Background: an optimization exercise with open tools, aiming at small area and a short achievable clock period. Do not read the settings as production practice. Power is estimated from default activity; no workload was simulated.

== before ==
// systolictop
module systolictop
(
 input  wire clk, reset,
 input  wire [7:0] a1, a2, b1, b2,
 input  wire [2:0] i, j,
 output wire [15:0] c1, c2, c3, c4
);
  reg  [7:0]  a12, b13, a34, b24;
  reg         rst_q;       
  reg         rst_n;       
  reg  [24:0] s1, s2, s3, s4;
  wire [24:0] ns1, ns2, ns3, ns4;
  wire clr1, clr2, clr4, keep1, keep2, keep4;    
  systolicCU ctrl1 (.clk(clk), .reset(reset), .a1(a1), .clr1(clr1), .clr2(clr2), .clr4(clr4),
                    .keep1(keep1), .keep2(keep2), .keep4(keep4));
  always @(posedge clk) begin
    rst_q <= reset;
    rst_n <= ~reset;
    if (reset) begin
      a12 <= 8'd0; b13 <= 8'd0; a34 <= 8'd0; b24 <= 8'd0;
    end else begin
      a12 <= a1; b13 <= b1; a34 <= a2; b24 <= b2;
    end
  end
  processelement pe1 (.a(a1), .b(b1), .keep(keep1), .clr(clr1), .rq(rst_q), .rn(rst_n),
                      .s(s1), .ns(ns1), .o(c1));
  processelement pe2 (.a(a12), .b(b2), .keep(keep2), .clr(clr2), .rq(rst_q), .rn(rst_n),
                      .s(s2), .ns(ns2), .o(c2));
  processelement pe3 (.a(a2), .b(b13), .keep(keep2), .clr(clr2), .rq(rst_q), .rn(rst_n),
                      .s(s3), .ns(ns3), .o(c3));
  processelement pe4 (.a(a34), .b(b24), .keep(keep4), .clr(clr4), .rq(rst_q), .rn(rst_n),
                      .s(s4), .ns(ns4), .o(c4));
  always @(posedge clk) begin
    s1 <= ns1; s2 <= ns2; s3 <= ns3; s4 <= ns4;
  end
endmodule
Size: about 1,300 cells after synthesis, ~100 I/O pins, about 0.012 mm2 of cells after synthesis.
==> flow/config.mk <==
export PLATFORM = sky130hd
export DESIGN_NAME = systolictop
export DESIGN_NICKNAME = systolictop
export VERILOG_FILES = /design/flow/design.v
export SDC_FILE = /design/flow/constraint.sdc
export NUM_CORES = 4
export LEC_CHECK = 0
export CAP_MARGIN = 20
export CORE_MARGIN = 2
export CORE_UTILIZATION = 60
export PLACE_DENSITY = 0.7
export SETUP_SLACK_MARGIN = 2.8
export SLEW_MARGIN = 20
export SYNTH_HIERARCHICAL = 1
export SYNTH_MINIMUM_KEEP_SIZE = 0
==> flow/constraint.sdc <==
create_clock -name core_clock -period 6.6 [get_ports {clk}]
set_input_delay 1.3200 -clock core_clock [delete_from_list [all_inputs] [get_ports {clk}]]
set_output_delay 1.3200 -clock core_clock [all_outputs]
set_load 0.01 [all_outputs]
standard.sh (not shown) runs the stock make flow with config.mk's settings and CLKGATE_MAP_FILE= SYNTH_SCRIPT=/design/flow/synth_recipe.tcl, a recipe that flattens the netlist after the stock synthesis.
==> flow/flow/run.sh <==
#!/bin/bash
# Layout flow: the standard flow (standard.sh: ORFS synthesis to the final layout) with
#  - the port buffers made of buf_2 instead of the cell buffer_ports picks by default,
#  - clock tree synthesis without dummy load cells.
# ORFS writes each tool's log under orfs/logs; this script's own output goes to flow_run.log.
set -e
exec > flow_run.log 2>&1
export BUFFER_PORTS_ARGS="-buffer_cell sky130_fd_sc_hd__buf_2"
export CTS_ARGS="-sink_clustering_enable -repair_clock_nets -dont_use_dummy_load -buf_list {sky130_fd_sc_hd__clkbuf_4 sky130_fd_sc_hd__clkbuf_8}"
bash standard.sh
before completed; timing, DRC and antenna clean
The following lists how after was set up differently from before:
--- a/flow/flow/run.sh
+++ b/flow/flow/run.sh
@@ -3,3 +3,5 @@
 #  - the port buffers made of buf_2 instead of the cell buffer_ports picks by default,
-#  - clock tree synthesis without dummy load cells.
+#  - clock tree synthesis without dummy load cells,
+#  - before floorplanning, combinational cells set to drive strength 1 (flow/downsize.tcl);
+#    the flow's timing repair sizes up the ones that need it.
 # ORFS writes each tool's log under orfs/logs; this script's own output goes to flow_run.log.
@@ -9,2 +11,3 @@
 export CTS_ARGS="-sink_clustering_enable -repair_clock_nets -dont_use_dummy_load -buf_list {sky130_fd_sc_hd__clkbuf_4 sky130_fd_sc_hd__clkbuf_8}"
+export PRE_FLOORPLAN_TCL="$(pwd)/flow/downsize.tcl"
 bash standard.sh
==> flow/flow/downsize.tcl (new file) <==
# Before floorplanning: set the combinational cells that synthesis mapped at a drive strength
# above 1 back to strength 1. The timing repair steps of the flow size up the ones that need it.
set n 0
foreach inst [[ord::get_db_block] getInsts] {
  set m [[$inst getMaster] getName]
  if {[regexp {^sky130_fd_sc_hd__(a21oi|o21ai|nand2|nor2|xor2|xnor2|and2|or2|nor2b|nand3|inv|a21o|o21a|nand2b|and3|or3|nor3)_([2-9]|1[0-9])$} $m -> base sz]} {
    set target sky130_fd_sc_hd__${base}_1
    if {[get_lib_cells -quiet */$target] ne ""} {
      replace_cell [$inst getName] $target
      incr n
    }
  }
}
puts "downsize.tcl: $n cells set to drive strength 1"
## What came out
| critical path depth | higher: after |
STATUS placeable core region: after wins against before
Cmp after vs before: clock group share of total power higher in after
Compared with before, after degrades worst setup slack.
Looking only at total standard cell area after synthesis, and setting everything else aside, the lower value of after and before goes to after.
Between after and before, the overall fraction of global-route tracks in use figures differ only marginally.
Function was not checked in any run of this note: the RTL went through the layout flow alone.

re-timing with driven ports:
Ports are ideal in the flow. The routed layouts listed here were re-timed in OpenROAD. Step 1: set_driving_cell puts a clkbuf_16 on clk and a buf_2 on each other input, an assumption about the parent block. Step 2 also shifts input and output timing later by t, the mid clock arrival at the registers, as if the neighbouring blocks saw the same clock. a / b / c = ideal / step 1 / step 2; a / b = the first two.
run | t, ns | setup WS [ns] | latest minus earliest clock arrival (ns) | cell pins on the clock port's net
before | 0.485 | 2.974 / 2.930 / 2.704 | 0.019 / 0.019 | 1
after | 0.480 | 2.937 / 2.895 / 2.715 | 0.017 / 0.017 | 1
After both steps every run listed still meets setup and hold. The setup slack of before, which loses most, moves by -0.044 ns with the drivers and by -0.270 ns with both steps.
